Source: an optimization exercise on an open RTL-to-GDS flow (aim: a short achievable clock period and few clock cycles). Production flows keep margins and buffers that such runs may drop.
The RTL was checked by simulation tests, not by an equivalence proof against the original design.
Power and IR drop assume default switching activity.

**run.sh**
```bash
#!/bin/bash
# synth_recipe.tcl (not shown) runs the flow's synth.tcl, then flattens the netlist and writes it again
# the make line also repeats each setting of config.mk as NAME=value (left out here)
make -C /OpenROAD-flow-scripts/flow DESIGN_CONFIG=/design/flow/config.mk WORK_HOME=/design/flow/orfs CLKGATE_MAP_FILE= SYNTH_SCRIPT=/design/flow/synth_recipe.tcl finish
```
**design.v**
```verilog
module if_pp(
	input                            clk      ,
	input                            _rst     ,
	input                            jump_en  ,
	input     [32-1:0] jump_addr,
	output reg[32-1:0] inst_addr,
	input     [32-1:0]      inst_in  ,
	output    [32-1:0]      inst_out ,
	output    [32-1:0] pc       ,
	input                            stall    
);	
	always @(posedge clk) begin
		if (!_rst) begin
			inst_addr <= 32'b0;
		end
		else if (!stall) begin
			inst_addr <= jump_en ? jump_addr : (inst_addr + 32'h4);
		end
	end
	assign inst_out    = inst_in                                                ;
	assign pc          = inst_addr                                              ;
endmodule
module id_pp(
	input                                clk        ,
	input                                _rst       ,
	input [32-1:0]              inst_in    ,
	input [32-1:0]              pc         ,
	output [5-1:0]    rs1_addr   ,
	output [5-1:0]    rs2_addr   ,
	input [32-1:0]              rs1_in     ,
	input [32-1:0]              rs2_in     ,
	output reg[32-1:0]          opd1       ,
	output reg[32-1:0]          opd2       ,
	output reg[32-1:0]          base       ,
	output reg[32-1:0]          offset     ,
	output reg[4:0]                      op         ,
	output reg                           sel_to_me  ,
	output reg                           sel_to_if  ,
	output reg                           sel_mem_res,
	output reg                           jump       ,
	output reg                           cond_jump  ,
	output reg                           reg_w_en   ,
	output    [5-1:0] rd_addr    ,
	output reg                           mem_r_en   ,
	output reg                           mem_w_en   ,
	output reg[2:0]                      mem_sign   ,
	output reg[2:0]                      mem_whb    ,
	output reg[32-1:0]          mem_data   ,	
	input                                flush      ,
	input                                ex_mem_r_en,                           
	input                                ex_reg_w_en,
	input     [5-1:0] ex_rd_addr ,
	input     [32-1:0]          ex_reg_data,
	input                                me_reg_w_en,
	input     [5-1:0] me_rd_addr ,
	input     [32-1:0]          me_reg_data,
	input                                wb_reg_w_en,
	input     [5-1:0] wb_rd_addr ,
	input     [32-1:0]          wb_reg_data,
	output                               insert_nop
);
	reg [32-1:0] inst_q;
	reg [32-1:0] pc_q  ;
	always @(posedge clk) begin
		if (!_rst || flush) begin
			inst_q <= 32'b110011; 
			pc_q   <= 32'b0     ;
		end
		else if (!insert_nop) begin
			inst_q <= inst_in;
			pc_q   <= pc     ;
		end
	end
	wire[6:0] opcode       ;
	wire[2:0] func3        ;
	wire[6:0] func7        ; 
	wire      haz_rs1_ex_rd;
	wire      haz_rs2_ex_rd;
	reg                   opd1_sel   ;
	reg [1:0]             opd2_sel   ;
	reg [1:0]             base_sel   ;
	reg [1:0]             off_sel    ;
	reg [32-1:0] rs1_y      ;
	reg [32-1:0] rs2_y      ;
	reg                   mem_data_en;
	reg                   insert_nop1;
	reg                   insert_nop2;
	reg                   insert_nop3;
	assign opcode        = inst_q[6:0]                            ;
	assign func3         = inst_q[14:12]                          ;
	assign func7         = inst_q[31:25]                          ;
	assign rs1_addr      = inst_q[19:15]                          ;
	assign rs2_addr      = inst_q[24:20]                          ;
	assign rd_addr       = inst_q[11:7]                           ;
	assign insert_nop    = insert_nop1 | insert_nop2 | insert_nop3;
	assign haz_rs1_ex_rd = rs1_addr == ex_rd_addr && ex_reg_w_en  ;
	assign haz_rs2_ex_rd = rs2_addr == ex_rd_addr && ex_reg_w_en  ;
	always @(*) begin
		insert_nop1 = 1'b0;
		case(opd1_sel)
			1'h0:begin
				insert_nop1 = ex_mem_r_en && haz_rs1_ex_rd;
				opd1        = rs1_y                       ;
			end
			1'h1 :opd1 = pc_q  ;
		endcase
	end
	always @(*) begin
		insert_nop2 = 1'b0;
		case(opd2_sel)
			2'h0  :begin
				insert_nop2 = ex_mem_r_en && haz_rs2_ex_rd;
				opd2        = rs2_y                       ;
			end
			2'h1:opd2 = {{20{inst_q[31]}},inst_q[31:25],inst_q[11:7]}                            ;
			2'h2:opd2 = {{11{inst_q[31]}},inst_q[31],inst_q[19:12],inst_q[20],inst_q[30:21],1'b0};
			2'h3:opd2 = {{20{inst_q[31]}},inst_q[31:20]}                                         ;
		endcase
	end
	always @(*) begin
		insert_nop3 = mem_data_en && ex_mem_r_en && haz_rs2_ex_rd;
		mem_data    = rs2_y;
	end
	always @(*) begin
		if (haz_rs1_ex_rd) begin
			rs1_y = ex_reg_data;
		end
		else if (rs1_addr == me_rd_addr && me_reg_w_en ) begin
			rs1_y = me_reg_data;
		end
		else if (rs1_addr == wb_rd_addr && wb_reg_w_en) begin
			rs1_y = wb_reg_data;
		end 
		else begin
			rs1_y = rs1_in;
		end
	end
	always @(*) begin
		if (haz_rs2_ex_rd ) begin
			rs2_y = ex_reg_data;
		end
		else if (rs2_addr == me_rd_addr && me_reg_w_en ) begin
			rs2_y = me_reg_data;
		end
		else if (rs2_addr == wb_rd_addr && wb_reg_w_en ) begin
			rs2_y = wb_reg_data;
		end
		else begin
			rs2_y = rs2_in;
		end
	end
	always @(*) begin
		case(base_sel)
			1'h0: base = pc_q          ;
			1'h1 : base = 32'b0;
			default     : base = 32'b0;
		endcase
	end
	always @(*) begin
		case(off_sel)
			2'h0    : offset = 32'h4                                                         ;
			2'h1: offset = {{19{inst_q[31]}},inst_q[31],inst_q[7],inst_q[30:25],inst_q[11:8],1'b0};
			2'h2: offset = {inst_q[31:12],12'b0}                                                  ;
			default       : offset = 32'h4                                                         ;
		endcase
	end
	always @(*) begin
		op          = 5'h00       ;
		sel_to_me   = 1'b0          ;
		sel_to_if   = 1'b0          ;
		sel_mem_res = 1'b0          ;
		jump        = 1'b0          ;
		cond_jump   = 1'b0          ;
		reg_w_en    = 1'b0          ;
		mem_data_en = 1'b0          ;
		mem_r_en    = 1'b0          ;
		mem_w_en    = 1'b0          ;
		mem_sign    = 3'b000        ;
		mem_whb     = 3'b000        ;
		opd1_sel    = 1'h0 ;
		opd2_sel    = 2'h0 ;
		base_sel    = 1'h0  ;
		off_sel     = 2'h0    ;
		case(opcode)
			7'b0110011:begin
				reg_w_en = 1'b1;
				case(func3)
					3'h0:begin
						case(func7)
							7'h00:op = 5'h00;
							7'h20:op = 5'h01; 
						endcase
					end
					3'h4:op = 5'h02;
					3'h6:op = 5'h03 ;
					3'h7:op = 5'h04;
					3'h1:op = 5'h05;
					3'h5:begin
						case(func7)
							7'h00:op = 5'h06;
							7'h20:op = 5'h07;
						endcase
					end
					3'h2:op = 5'h08 ;
					3'h3:op = 5'h09; 
				endcase
			end
			7'b1100011:begin        
				off_sel   = 2'h1;                           
				cond_jump = 1'b1          ;
				case(func3)
					3'h0:op = 5'h11 ;
					3'h1:op = 5'h12 ;
					3'h4:op = 5'h13 ;
					3'h5:op = 5'h14 ;
					3'h6:op = 5'h15;
					3'h7:op = 5'h16;
				endcase
			end
			7'b0010011:begin
				opd2_sel = 2'h3;
				reg_w_en = 1'b1           ;
				case(func3)
					3'h0: op = 5'h00;
					3'h4: op = 5'h02;
					3'h6: op = 5'h03 ;
					3'h7: op = 5'h04;
					3'h1: op = 5'h05;
					3'h5: begin
						case(inst_q[31:25])
							7'h00:op = 5'h06;
							7'h20:op = 5'h07;
						endcase
					end
					3'h2: op = 5'h08 ;
					3'h3: op = 5'h09;
				endcase
			end
			7'b0000011:begin                       
				opd2_sel    = 2'h3;
				mem_r_en    = 1'b1           ;
				reg_w_en    = 1'b1           ;
				sel_mem_res = 1'b1           ;
				case(func3)
					3'h0,3'h4:mem_whb = 3'b001;
					3'h1,3'h5:mem_whb = 3'b010;
					3'h2:     mem_whb = 3'b100;
				endcase
				case(func3)
					3'h0:          mem_sign = 3'b001;
					3'h1:          mem_sign = 3'b010;
					3'h2,3'h4,3'h5:mem_sign = 3'b100;
				endcase
			end
			7'b1100111:begin                         
				opd2_sel    = 2'h3;
				jump        = 1'b1           ;
				reg_w_en    = 1'b1           ;
				sel_to_me   = 1'b1           ;
				sel_to_if   = 1'b1           ;
			end
			7'b1110011:begin
				case(inst_q[31:20])
					12'h0:op = 5'h1B ;
					12'h1:op = 5'h1C;
				endcase
			end
			7'b0100011:begin
				opd2_sel    = 2'h1;
				mem_w_en    = 1'b1           ;
				mem_data_en = 1'b1           ;
				case(func3)
					3'h0,3'h4:mem_whb = 3'b001;
					3'h1,3'h5:mem_whb = 3'b010;
					3'h2:     mem_whb = 3'b100;
				endcase
			end
			7'b0110111:begin
				base_sel  = 1'h1   ;
				off_sel   = 2'h2;
				reg_w_en  = 1'b1          ; 
				sel_to_me = 1'b1          ;
			end
			7'b0010111:begin
				off_sel   = 2'h2;
				reg_w_en  = 1'b1          ;
				sel_to_me = 1'b1          ; 
			end
			7'b1101111:begin
				opd1_sel    = 1'h1   ;
				opd2_sel    = 2'h2;
				jump        = 1'b1           ;
				reg_w_en    = 1'b1           ;
				sel_to_me   = 1'b1           ;
				sel_to_if   = 1'b1           ;
			end
		endcase
		if(rd_addr == 5'b0) begin
			reg_w_en = 1'b0;
		end
	end
endmodule
module ex_pp(
	input                                clk            ,
	input                                _rst           ,
	input     [32-1:0]          opd1           ,
	input     [32-1:0]          opd2           ,
	input     [32-1:0]          base           ,
	input     [32-1:0]          offset         ,
	input     [4:0]                      op             ,
	input                                sel_to_me      ,
	input                                sel_to_if      ,
	input                                sel_mem_res_in ,
	input                                jump           ,
	input                                cond_jump      ,
	input                                reg_w_en_in    ,
	input     [5-1:0] rd_addr_in     ,
	input                                mem_r_en_in    ,
	input                                mem_w_en_in    ,
	input     [2:0]                      mem_sign_in    ,
	input     [2:0]                      mem_whb_in     ,
	input     [32-1:0]          mem_data_in    ,	
	output reg                           reg_w_en_out   ,
	output reg[5-1:0] rd_addr_out    ,
	output reg                           mem_r_en_out   ,
	output reg                           mem_w_en_out   ,
	output reg[2:0]                      mem_sign_out   ,
	output reg[2:0]                      mem_whb_out    , 
	output reg[32-1:0]          mem_data_out   ,	
	output reg                           sel_mem_res_out,   
	output    [32-1:0]          res            ,
	output                               jump_en        ,
	output    [32-1:0]          jump_addr      ,
	input                                flush          ,
	output                               pb_mem_r_en    ,
	output                               pb_reg_w_en    ,
	output    [5-1:0] pb_rd_addr     ,
	output    [32-1:0]          pb_reg_data     
);
	reg [32-1:0]          opd1_q     ;
	reg [32-1:0]          opd2_q     ;
	reg [32-1:0]          base_q     ;
	reg [32-1:0]          offset_q   ;
	reg [32-1:0]          mem_data_q ;
	reg [4:0]                      op_q       ; 
	reg [2:0]                      sel_to_me_q;
	reg                            sel_to_if_q;
	reg                            jump_q     ;
	reg                            cond_jump_q;
	always @(posedge clk) begin
		if (!_rst || flush || jump_en) begin
			opd1_q          <= 32'b0         ; 
			opd2_q          <= 32'b0         ; 
			base_q          <= 32'b0         ; 
			offset_q        <= 32'b0         ; 
			mem_data_out    <= 32'b0         ; 
			rd_addr_out     <= 5'b0;
			op_q            <= 5'h00                ;
			sel_to_me_q     <= 2'h0                   ;
			sel_to_if_q     <= 1'b0                   ;
			sel_mem_res_out <= 1'b0                   ;
			jump_q          <= 1'b0                   ;
			cond_jump_q     <= 1'b0                   ;
			reg_w_en_out    <= 1'b0                   ;
			mem_r_en_out    <= 1'b0                   ;
			mem_w_en_out    <= 1'b0                   ;
			mem_sign_out    <= 3'b0                   ;
			mem_whb_out     <= 3'b0                   ;
		end
		else begin
			opd1_q          <= opd1                   ; 
			opd2_q          <= opd2                   ; 
			base_q          <= base                   ; 
			offset_q        <= offset                 ; 
			mem_data_out    <= mem_data_in            ;
			rd_addr_out     <= rd_addr_in             ;
			op_q            <= op                     ;
			sel_to_me_q     <= sel_to_me              ;
			sel_to_if_q     <= sel_to_if              ;
			sel_mem_res_out <= sel_mem_res_in         ;
			jump_q          <= jump                   ;
			cond_jump_q     <= cond_jump              ;
			reg_w_en_out    <= reg_w_en_in            ;
			mem_r_en_out    <= mem_r_en_in            ;
			mem_w_en_out    <= mem_w_en_in            ;
			mem_sign_out    <= mem_sign_in            ;
			mem_whb_out     <= mem_whb_in             ;
		end
	end
	wire[32-1:0] deputy_res;
	reg [32-1:0] main_res  ;
	reg                   cond      ;
	assign jump_en     = jump_q || cond && cond_jump_q      ;
	assign jump_addr   = sel_to_if_q ? main_res : deputy_res;
	assign res         = sel_to_me_q ? deputy_res: main_res ; 
	assign pb_mem_r_en = mem_r_en_out                       ;
	assign pb_reg_w_en = reg_w_en_out                       ;
	assign pb_rd_addr  = rd_addr_out                        ;
	assign pb_reg_data = res                                ;
	assign deputy_res = base_q + offset_q; 
	always @(*) begin
		main_res = 32'b0;
		cond     = 1'b0          ;
		case(op_q)
			5'h00  :main_res = opd1_q +  opd2_q                                  ;
			5'h01  :main_res = opd1_q -  opd2_q                                  ;
			5'h02  :main_res = opd1_q ^  opd2_q                                  ; 
			5'h03   :main_res = opd1_q |  opd2_q                                  ; 
			5'h04  :main_res = opd1_q &  opd2_q                                  ; 
			5'h05  :main_res = opd1_q << opd2_q[4:0]                             ; 
			5'h06  :main_res = opd1_q >> opd2_q[4:0]                             ;
			5'h07  :main_res = $signed(opd1_q) >>> opd2_q[4:0]                   ;
			5'h08  :main_res = ($signed(opd1_q) < $signed(opd2_q))  ?32'b1 :32'b0;
			5'h09 :main_res = (opd1_q <  opd2_q)                   ?32'b1 :32'b0;
			5'h11  :cond     = (opd1_q == opd2_q)                   ? 1'b1 : 1'b0;
			5'h12  :cond     = (opd1_q != opd2_q)                   ? 1'b1 : 1'b0;
			5'h13  :cond     = ($signed(opd1_q) <  $signed(opd2_q)) ? 1'b1 : 1'b0;
			5'h14  :cond     = ($signed(opd1_q) >= $signed(opd2_q)) ? 1'b1 : 1'b0;
			5'h15 :cond     = (opd1_q <  opd2_q)                   ? 1'b1 : 1'b0;
			5'h16 :cond     = (opd1_q >= opd2_q)                   ? 1'b1 : 1'b0;
		endcase
	end
endmodule
module d_in_ctrl(
	input      [3:0]  sel  ,
	input      [1:0]  addr ,
	input      [31:0] d_in ,
	output  reg[31:0] d_out
	);
	wire[31:0] d;
	assign d = {{8{sel[3]}},{8{sel[2]}},{8{sel[1]}},{8{sel[0]}}} & d_in;
	always @(*) begin
		d_out = 32'b0;
		case(addr)
			2'b00:
				d_out = d;
			2'b01:
				d_out[7:0] = d[15:8];
			2'b10:
				d_out[15:0] = d[31:16];
			2'b11:
				d_out[7:0] = d[31:24];
		endcase
	end	
endmodule
module d_out_ctrl(
	input      [3:0]  sel  ,
	input      [1:0]  addr ,
	input      [31:0] d_in ,
	output     [31:0] d_out
	);
	reg [31:0] d;
	assign d_out = {{8{sel[3]}},{8{sel[2]}},{8{sel[1]}},{8{sel[0]}}} & d;
	always @(*) begin
		d = 32'b0;
		case(addr)
			2'b00:
				d = d_in;
			2'b01:
				d[15:8] = d_in[7:0];
			2'b10:
				d[31:16] = d_in[15:0];
			2'b11:
				d[31:24] = d_in[7:0];
		endcase
	end
endmodule
module me_pp(
	input                                clk           ,
	input                                _rst          ,
	input                                reg_w_en_in   ,
	input    [5-1:0]  rd_addr_in    ,
	input                                mem_r_en_in   ,
	input                                mem_w_en_in   ,
	input    [2:0]                       mem_sign      ,
	input    [2:0]                       mem_whb       ,
	input    [32-1:0]           mem_data_in   ,
	input                                sel_mem_res   ,   
	input    [32-1:0]           res           ,
	output reg                           reg_w_en_out  ,
	output reg[5-1:0] rd_addr_out   ,
	output    [32-1:0]          reg_data      ,   
	output reg                           mem_r_en_out  ,  
	output reg                           mem_w_en_out  ,
	output reg [3:0]                     mem_sel       ,
	output     [32-1:0]    mem_addr_out  ,
	output     [32-1:0]    data_out  ,
	input     [32-1:0]          data_in   ,
	output                               pb_reg_w_en   ,
	output    [5-1:0] pb_rd_addr    ,
	output    [32-1:0]          pb_reg_data     
	);
	reg [2:0]                  mem_sign_q   ;
	reg [2:0]                  mem_whb_q    ;
	reg                        sel_mem_res_q;
	reg [32-1:0]      mem_data_q   ;
	reg [32-1:0]      res_q        ;
	always @(posedge clk) begin
		if (!_rst) begin
			res_q         <= 32'b0    ;
			rd_addr_out   <= 5'b0;
			reg_w_en_out  <= 1'b0                   ;
			mem_r_en_out  <= 1'b0                   ;
			mem_w_en_out  <= 1'b0                   ;
			mem_sign_q    <= 3'b0                   ;
			mem_whb_q     <= 3'b0                   ;
			mem_data_q    <= 32'b0         ;
			sel_mem_res_q <= 1'b0                   ;
		end
		else begin
			res_q         <= res        ;
			rd_addr_out   <= rd_addr_in ;
			reg_w_en_out  <= reg_w_en_in;
			mem_r_en_out  <= mem_r_en_in;
			mem_w_en_out  <= mem_w_en_in;
			mem_sign_q    <= mem_sign   ;
			mem_whb_q     <= mem_whb    ;
			mem_data_q    <= mem_data_in;
			sel_mem_res_q <= sel_mem_res;
		end
	end
	wire [32-1:0] dic_y     ;
	reg  [32-1:0] extend_y  ;
	d_in_ctrl  dic(mem_sel,res_q[1:0],data_in   ,dic_y   );
	d_out_ctrl doc(mem_sel,res_q[1:0],mem_data_q,data_out);
	assign reg_data     = sel_mem_res_q ? extend_y : res_q;
	assign mem_addr_out = res_q                           ;
	assign pb_reg_w_en  = reg_w_en_out                    ;
	assign pb_rd_addr   = rd_addr_out                     ;
	assign pb_reg_data  = reg_data                        ;
 	always @(*) begin
 		mem_sel = 4'b0000;
 		case(mem_whb_q)
 			3'b001:begin
 				case(mem_addr_out[1:0])
 					2'b00:mem_sel = 4'b0001;
 					2'b01:mem_sel = 4'b0010;
 					2'b10:mem_sel = 4'b0100;
 					2'b11:mem_sel = 4'b1000;
 				endcase
 			end
			3'b010:begin
				case(mem_addr_out[1])
					1'b0:mem_sel = 4'b0011;
					1'b1:mem_sel = 4'b1100;
				endcase
			end
			3'b100:begin
				mem_sel = 4'b1111;
			end
 		endcase
 	end 
	always @(*) begin
		extend_y = dic_y;
		case(mem_sign_q)
			3'b001:extend_y = {{24{dic_y[7]}},dic_y[7:0]}  ;
			3'b010:extend_y = {{16{dic_y[15]}},dic_y[15:0]};
			3'b100:extend_y = dic_y                        ;
		endcase
	end	
endmodule
module wb_pp(
	input                                clk           , 
	input                                _rst          , 
	input                                reg_w_en_in   ,
	input    [5-1:0]  rd_addr_in    , 
	input    [32-1:0]           reg_data_in   ,   
	output reg                           reg_w_en_out  ,
	output reg[5-1:0] rd_addr_out   ,
	output reg[32-1:0]          reg_data_out  ,
	output                               pb_reg_w_en   ,
	output    [5-1:0] pb_rd_addr    ,
	output    [32-1:0]          pb_reg_data     
);
	always @(posedge clk) begin
		if (!_rst) begin
			reg_data_out   <= 32'b0         ;
			rd_addr_out    <= 5'b0;
			reg_w_en_out   <= 1'b0                   ;
		end
		else begin
			reg_data_out   <= reg_data_in            ;
			rd_addr_out    <= rd_addr_in             ;
			reg_w_en_out   <= reg_w_en_in            ;
		end
	end
	assign pb_reg_w_en = reg_w_en_out;
	assign pb_rd_addr  = rd_addr_out ;
	assign pb_reg_data = reg_data_out;
endmodule
module reg_file(
	input                                 clk     ,
	input                                 _rst    , 
	input      [5-1:0] rs1_addr,
	input      [5-1:0] rs2_addr,
	output reg [32-1:0]          rs1     ,
	output reg [32-1:0]          rs2     ,
	input                                 w_en    ,
	input      [5-1:0] rd_addr , 
	input      [32-1:0]          w_in    
);
	integer i;
	reg[32-1:0] regs[1:32-1];
	always @(*) begin
		if (rs1_addr == 5'b0) begin
			rs1 = 32'b0;
		end
		else begin
			rs1 = regs[rs1_addr];
		end
	end
	always @(*) begin
		if (rs2_addr == 5'b0) begin
			rs2 = 32'b0;
		end
		else begin
			rs2 = regs[rs2_addr];
		end
	end
	always @(posedge clk ) begin
		if (_rst == 1'b0)begin 
			for(i = 1;i<32;i = i+1)begin
				regs[i] <= 32'b0;
			end	
		end
		else if (w_en && rd_addr != 5'b0) begin
			regs[rd_addr] <= w_in;
		end
	end
endmodule
module core(
	input                            clk      ,
	input                            _rst     ,
	output    [32-1:0] inst_addr,
	input     [32-1:0]      inst     ,
	output                           data_w_en,
	output                           data_r_en,
	output    [3:0]                  data_sel ,
	output    [32-1:0] data_addr,
	output    [32-1:0]      data_out ,
	input     [32-1:0]      data_in
);
	wire [32-1:0]          if_inst     ;
	wire [32-1:0]     if_pc       ;
	wire [5-1:0] id_rs1_addr   ;
	wire [5-1:0] id_rs2_addr   ;
	wire [32-1:0]          id_opd1       ;
	wire [32-1:0]          id_opd2       ;
	wire [32-1:0]          id_base       ;
	wire [32-1:0]          id_offset     ;
	wire [4:0]                      id_op         ;
	wire                            id_sel_to_me  ;
	wire                            id_sel_to_if  ;
	wire                            id_sel_mem_res;
	wire                            id_jump       ;
	wire                            id_cond_jump  ;
	wire [5-1:0] id_rd_addr    ;
	wire                            id_reg_w_en   ;
	wire                            id_mem_r_en   ;
	wire                            id_mem_w_en   ;
	wire [2:0]                      id_mem_sign   ;
	wire [2:0]                      id_mem_whb    ;
	wire [32-1:0]          id_mem_data   ;	
	wire                            id_insert_nop ;
	wire                            ex_reg_w_en   ;
	wire [5-1:0] ex_rd_addr    ;
	wire                            ex_mem_r_en   ;
	wire                            ex_mem_w_en   ;
	wire [2:0]                      ex_mem_sign   ;
	wire [2:0]                      ex_mem_whb    ; 
	wire [32-1:0]          ex_mem_data   ;
	wire                            ex_sel_mem_res;   
	wire [32-1:0]          ex_res        ;
	wire                            ex_pb_mem_r_en;
	wire                            ex_pb_reg_w_en;
	wire [5-1:0] ex_pb_rd_addr ;
	wire [32-1:0]          ex_pb_reg_data;
	wire                            ex_jump_en    ;
	wire [32-1:0]          ex_jump_addr  ;
	wire                            me_reg_w_en    ;
	wire [5-1:0] me_rd_addr     ;
	wire [32-1:0]          me_reg_data    ;   
	wire                            me_mem_r_en    ;  
	wire                            me_mem_w_en    ;
	wire [3:0]                      me_mem_sel     ;
	wire [32-1:0]     me_mem_addr    ;
	wire [32-1:0]     me_mem_data    ;
	wire                            me_pb_reg_w_en ;
	wire [5-1:0] me_pb_rd_addr  ;
	wire [32-1:0]          me_pb_reg_data ;  
	wire                            wb_reg_w_en    ;
	wire [5-1:0] wb_rd_addr     ;
	wire [32-1:0]          wb_reg_data    ;
	wire                            wb_pb_reg_w_en ;
	wire [5-1:0] wb_pb_rd_addr  ;
	wire [32-1:0]          wb_pb_reg_data ;
	wire [32-1:0]          rf_rs1;
	wire [32-1:0]          rf_rs2;
	if_pp if_pp_o(
		.clk      (clk          ),
		._rst     (_rst         ),
		.jump_en  (ex_jump_en   ),
		.jump_addr(ex_jump_addr ),
		.inst_addr(inst_addr ),
		.inst_in  (inst         ),
		.inst_out (if_inst      ),
		.pc       (if_pc        ),
		.stall    (id_insert_nop)
		);
	id_pp id_pp_o(
		.clk        (clk           ),
		._rst       (_rst          ),
		.inst_in    (if_inst       ),
		.pc         (if_pc         ),
		.rs1_addr   (id_rs1_addr   ),
		.rs2_addr   (id_rs2_addr   ),
		.rs1_in     (rf_rs1        ),
		.rs2_in     (rf_rs2        ),
		.opd1       (id_opd1       ),
		.opd2       (id_opd2       ),
		.base       (id_base       ),
		.offset     (id_offset     ),
		.op         (id_op         ),
		.sel_to_me  (id_sel_to_me  ),
		.sel_to_if  (id_sel_to_if  ),
		.sel_mem_res(id_sel_mem_res),
		.jump       (id_jump       ),
		.cond_jump  (id_cond_jump  ),
		.rd_addr    (id_rd_addr    ),
		.reg_w_en   (id_reg_w_en   ),
		.mem_r_en   (id_mem_r_en   ),
		.mem_w_en   (id_mem_w_en   ),
		.mem_sign   (id_mem_sign   ),
		.mem_whb    (id_mem_whb    ),
		.mem_data   (id_mem_data   ),	
		.flush      (ex_jump_en    ),
		.ex_mem_r_en(ex_pb_mem_r_en),                    
		.ex_reg_w_en(ex_pb_reg_w_en),
		.ex_rd_addr (ex_pb_rd_addr ),
		.ex_reg_data(ex_pb_reg_data),
		.me_reg_w_en(me_pb_reg_w_en),
		.me_rd_addr (me_pb_rd_addr ),
		.me_reg_data(me_pb_reg_data),
		.wb_reg_w_en(wb_pb_reg_w_en),
		.wb_rd_addr (wb_pb_rd_addr ),
		.wb_reg_data(wb_pb_reg_data),
		.insert_nop (id_insert_nop )
		);
	ex_pp ex_pp_o(
		.clk            (clk           ),
		._rst           (_rst          ),
		.opd1           (id_opd1       ),
		.opd2           (id_opd2       ),
		.base           (id_base       ),
		.offset         (id_offset     ),
		.op             (id_op         ),
		.sel_to_me      (id_sel_to_me  ),
		.sel_to_if      (id_sel_to_if  ),
		.sel_mem_res_in (id_sel_mem_res),
		.jump           (id_jump       ),
		.cond_jump      (id_cond_jump  ),
		.reg_w_en_in    (id_reg_w_en   ),
		.rd_addr_in     (id_rd_addr    ),
		.mem_r_en_in    (id_mem_r_en   ),
		.mem_w_en_in    (id_mem_w_en   ),
		.mem_sign_in    (id_mem_sign   ),
		.mem_whb_in     (id_mem_whb    ),
		.mem_data_in    (id_mem_data   ),	
		.reg_w_en_out   (ex_reg_w_en   ),
		.rd_addr_out    (ex_rd_addr    ),
		.mem_r_en_out   (ex_mem_r_en   ),
		.mem_w_en_out   (ex_mem_w_en   ),
		.mem_sign_out   (ex_mem_sign   ),
		.mem_whb_out    (ex_mem_whb    ), 
		.mem_data_out   (ex_mem_data   ),
		.sel_mem_res_out(ex_sel_mem_res),   
		.res            (ex_res        ),
		.flush          (id_insert_nop ),
		.pb_mem_r_en    (ex_pb_mem_r_en),
		.pb_reg_w_en    (ex_pb_reg_w_en),
		.pb_rd_addr     (ex_pb_rd_addr ),
		.pb_reg_data    (ex_pb_reg_data),
		.jump_en        (ex_jump_en    ),
		.jump_addr      (ex_jump_addr  )
		);
	me_pp me_pp_o(
		.clk           (clk           ),
		._rst          (_rst          ),
		.reg_w_en_in   (ex_reg_w_en   ),
		.rd_addr_in    (ex_rd_addr    ),
		.mem_r_en_in   (ex_mem_r_en   ),
		.mem_w_en_in   (ex_mem_w_en   ),
		.mem_sign      (ex_mem_sign   ),
		.mem_whb       (ex_mem_whb    ),
		.mem_data_in   (ex_mem_data   ),
		.sel_mem_res   (ex_sel_mem_res),   
		.res           (ex_res        ),
		.reg_w_en_out  (me_reg_w_en   ),
		.rd_addr_out   (me_rd_addr    ),
		.reg_data      (me_reg_data   ),   
		.mem_r_en_out  (data_r_en     ),  
		.mem_w_en_out  (data_w_en     ),
		.mem_sel       (data_sel      ),
		.mem_addr_out  (data_addr     ),
		.data_out      (data_out      ),
		.data_in       (data_in       ),
		.pb_reg_w_en   (me_pb_reg_w_en),
		.pb_rd_addr    (me_pb_rd_addr ),
		.pb_reg_data   (me_pb_reg_data) 
		);
	wb_pp wb_pp_o(
		.clk           (clk           ), 
		._rst          (_rst          ), 
		.reg_w_en_in   (me_reg_w_en   ),
		.rd_addr_in    (me_rd_addr    ), 
		.reg_data_in   (me_reg_data   ),   
		.reg_w_en_out  (wb_reg_w_en   ),
		.rd_addr_out   (wb_rd_addr    ),
		.reg_data_out  (wb_reg_data   ),
		.pb_reg_w_en   (wb_pb_reg_w_en),
		.pb_rd_addr    (wb_pb_rd_addr ),
		.pb_reg_data   (wb_pb_reg_data)  
		);
	reg_file rf(
		.clk     (clk ),
		._rst    (_rst), 
		.rs1_addr(id_rs1_addr),
		.rs2_addr(id_rs2_addr),
		.rs1     (rf_rs1),
		.rs2     (rf_rs2),
		.w_en    (wb_reg_w_en),
		.rd_addr (wb_rd_addr ), 
		.w_in    (wb_reg_data)
		);
endmodule
```
**constraint.sdc**
```tcl
create_clock -name core_clock -period 7.0 [get_ports {clk}]
set_input_delay 1.4000 -clock core_clock [delete_from_list [all_inputs] [get_ports {clk}]]
set_output_delay 1.4000 -clock core_clock [all_outputs]
set_load 0.01 [all_outputs]
```
**config.mk**
```make
export PLATFORM = sky130hd
export DESIGN_NAME = core
export DESIGN_NICKNAME = core
export VERILOG_FILES = /design/flow/design.v
export SDC_FILE = /design/flow/constraint.sdc
export NUM_CORES = 4
export LEC_CHECK = 0
export CAP_MARGIN = 20
export CORE_MARGIN = 2
export CORE_UTILIZATION = 40
export PLACE_DENSITY = 0.6
export SLEW_MARGIN = 20
```
==> results.txt <==
==> cells by family (layout without fill, tap and decap cells) <==
kind of cell / Yosys count / in the layout
AO/OA/AOI/OAI: 1211 / 1211
AND/OR/NAND/NOR: 2373 / 2373
other: 1 / 38
buffers and inverters: 787 / 807
XOR/XNOR: 69 / 69
adder cells (fa/ha/maj): 133 / 133
multiplexers: 863 / 863
flip-flops: 1427 / 1427
==> final timing paths <==
kind | endpoint | slack [ns] | cells past startpoint
worst max-delay path | ex_pp_o.opd2_q[31] | 1.42 | 14
worst min-delay path | me_pp_o.mem_whb_q[0] | 0.44 | 1
worst max register to register | ex_pp_o.opd2_q[31] | 1.42 | 14
worst min register to register | me_pp_o.mem_whb_q[0] | 0.44 | 1
==> layout make-up <==
| class | count | share of cell area [%] |
|---|---|---|
| diodes | 6 | 0.0162 |
| clock buffers | 215 | 4.77 |
| multi-input cells | 4681 | 44.6 |
| well taps | 2688 | 3.63 |
| repair buffers | 369 | 3.67 |
| inverters | 141 | 0.571 |
| flip-flops and latches | 1427 | 41.9 |
| clock inverters | 82 | 0.855 |
==> per-layer routing <==
metal	routed length [um]	vias up	part of all wire (%)
met4	24000	10	7.2
met2	159000	3625	48
met1	123000	31600	37
li1	-	25700	-
met5	60	-	0.018
met3	27900	874	8.3
==> cell usage after synthesis, drive strengths merged, types with 13 or more instances <==
| cell type | count | area [um^2] |
|---|---|---|
| or3 | 18 | 113 |
| and2 | 1153 | 7210 |
| nand2b | 21 | 131 |
| o21a | 27 | 203 |
| o221ai | 16 | 140 |
| nor4 | 30 | 188 |
| nor2b | 18 | 113 |
| nor3b | 13 | 97.6 |
| o2111ai | 15 | 138 |
| or4 | 15 | 120 |
| a31oi | 60 | 375 |
| or2 | 20 | 125 |
| buf | 122 | 537 |
| and3 | 52 | 325 |
| a221oi | 55 | 482 |
| edfxtp | 1024 | 30700 |
| nand3 | 72 | 360 |
| mux2 | 55 | 619 |
| dfxtp | 403 | 8070 |
| o21bai | 13 | 97.6 |
| a221o | 20 | 200 |
| a21o | 29 | 218 |
| a21oi | 369 | 1850 |
| o41ai | 14 | 123 |
| xnor2 | 32 | 280 |
| mux2i | 102 | 1020 |
| nor3 | 62 | 315 |
| a211o | 20 | 175 |
| nand4 | 32 | 200 |
| o211ai | 65 | 488 |
| clkbuf | 524 | 1970 |
| o31ai | 15 | 118 |
| xor2 | 37 | 324 |
| nand2 | 402 | 1510 |
| nor2 | 433 | 1630 |
| a22oi | 23 | 173 |
| inv | 139 | 522 |
| a211oi | 75 | 568 |
| o22ai | 33 | 206 |
| mux4 | 706 | 15900 |
| ha | 130 | 1630 |
| o21ai | 232 | 1160 |
==> critical path, cell delays in order, from the launching register on <==
cell       delay [ns]
dfxtp_1          0.58
inv_1            0.09
ha_1             0.42
nand2b_1         0.24
a221oi_1         0.71
o211ai_1         0.26
buf_4            0.22
a21o_1           0.27
a21oi_1          0.28
or4_1            0.20
o2111ai_2        0.34
a211oi_4         0.65
buf_4            0.47
o21ai_1          0.41
a31oi_1          0.28
==> registers in the layout (all words and copies together), names as in the netlist, 5 cells and up, named ones only <==
| signal | count |
|---|---|
| rf.regs | 1024 |
| ex_pp_o.offset_q | 31 |
| wb_pp_o.reg_data_out | 32 |
| id_pp_o.pc_q | 32 |
| ex_pp_o.opd1_q | 32 |
| me_pp_o.res_q | 32 |
| ex_pp_o.base_q | 32 |
| if_pp_o.inst_addr | 32 |
| me_pp_o.mem_data_q | 32 |
| ex_pp_o.op_q | 5 |
| id_pp_o.inst_q | 32 |
| wb_pp_o.rd_addr_out | 5 |
| ex_pp_o.opd2_q | 32 |
| ex_pp_o.rd_addr_out | 5 |
| ex_pp_o.mem_data_out | 32 |
| me_pp_o.rd_addr_out | 5 |
==> per-stage QoR <==
stage / setup slack, ns / cells / hold slack [ns] / power [mW]
CTS: 1.58 / 9602 / 0.441 / 22.1
global route: 1.29 / 9604 / 0.454 / 22.7
floorplan: 2.07 / 6895 / 0.412 / 12.0
global placement: 1.54 / 9301 / 0.426 / 13.7
detailed placement: 1.63 / 9305 / 0.421 / 13.7
finish: 1.42 / 9609 / 0.442 / 22.2
==> where the power goes <==
part           internal [mW]  leakage, nW  switching (mW)  total [mW]
clock                   4.89         2.53            3.63        8.52
combinational           1.40         16.0            2.35        3.75
sequential              9.38         13.9           0.536        9.92
total                   15.7         32.4            6.51        22.2
==> out/results.ini <==
[clocking]
ctsHoldBuffers=0
numClockSinks=1427
post_cts_resized=0
cts_made_buffers=161
cts_max_level=4
clock-root-buffer=clkbuf_16
insertion_delay_ns=0.82
clk_pin_slew_ns=0.06
clockBufferDepth=3
cts_setup_buffers=0
cts_tree=done

[drt]
wirelength_um=334000
drt-initial-drc-count=8366
drt_first_pass_iters=8
drcViolationCount=0
detail_route.wl_per_cell_um=34.8
vias=61800
ant_nets=0
viasPerCell=6.43

[floorplan]
dieArea_um2=209000
num_rows=166
ios=168
start_util_pct=40.2
die_h_um=458
core_region_area_um2=205000
die_w_um=458

[power_and_ir_drop]
max-vdd-ir-drop_mv=0.260
p_leak_nw=32.4
p_per_area_nw_per_um2=239

[setup_path]
critPathMaxFanout=27
worst_ep_required_time_ns=7.71
crit_path_start_kind=flip-flop
cp-end-kind=flip-flop
startpoint=ex_pp_o.opd1_q[2]
critPathArrivalTime_ns=6.29
r2r-start=ex_pp_o.opd1_q[2]
path_class=flip-flop to flip-flop

[run_status]
status=timing/DRC/antenna clean

[yosys]
synthArstFlopShare_pct=0
synth_top_family_by_area=multiplexers
synthSimpleGateAreaFrac_pct=15.4
yosys_most_used_dff=edfxtp_1
synth_cell_types=94
synth_adder_area_share_pct=2.05
yosys.area_share.xor_xnor_pct=0.734
synth_seq_cells=1427
synth_mux_area_share_pct=21.3
synth_edf_count=1024
yosys_warnings=8
avgSynthCellArea_um2=12.0
synthCells=6864
synth_compound_area_share_pct=9.61
synth_seq_area_share_pct=47.2
netlist_area_um2=82300

[global_route]
grt_util_met3_pct=5.62
antenna_found_initial=18
use_met2_pct=51.1
top_usage_layer=met2
grt_pass1_vias=60400
gr-total-overflow=0
grtUsageMet1_pct=38.9
grt_start_max_net_pins=91
grt_pass1_wl_um=469000
grtUsageTotal_pct=31.4

[timing]
fin_crit_sh_pct=79.8
finalHoldViolCount=0
rsz0062_at_grt=false
slew_headroom_pct=20.2
period_minus_slack_ns=5.58
setup_tns_ns=0
setup_viol=0
skew_ns=0.0344
worst_pin_slew_ns=1.19
max_freq_mhz=179
slew_violations=0

[finish]
nets=6980
multiInputGateArea_um2=41300
drive_gt1_share_pct=19.7
finalInstanceArea_um2=92700
seqCellArea_um2=38900
syn2layout_area_growth_pct=12.7
final_cell_mix=1151 x and2_1, 1024 x edfxtp_1, 706 x mux4_2
final_core_util_pct=45.3
layout_commonest_cell=and2_1
fillers=18500

[placement]
hpwlAfterDp_um=232000
gp_routability_congestion=1.03
port_buffers=167
placed_area_um2=87400

[hold_path]
min_from=ex_pp_o.mem_whb_out[0]
hp-class=flip-flop to flip-flop

[job]
maxCapViolCount=0

==> re-timing with driven ports <==
Ports are ideal in the flow. The routed layout listed here was re-timed in OpenROAD. Step 1: set_driving_cell puts a clkbuf_16 on clk and a buf_2 on each other input, an assumption about the parent block. Step 2 also shifts input and output timing later by t, the mid clock arrival at the registers, as if the neighbouring blocks saw the same clock. Three values: ideal ports, drivers, drivers and shift; two values: the first two.
t, ns: 0.887
slack for setup (ns): 1.417 / 1.417 / 1.417
hold slack, ns: 0.442 / 0.442 / 0.442
cell pins on the clock port's net: 1
After both steps setup and hold are still met in this run. The setup slack of this run moves by 0.000 ns with the drivers and by 0.000 ns with both steps.
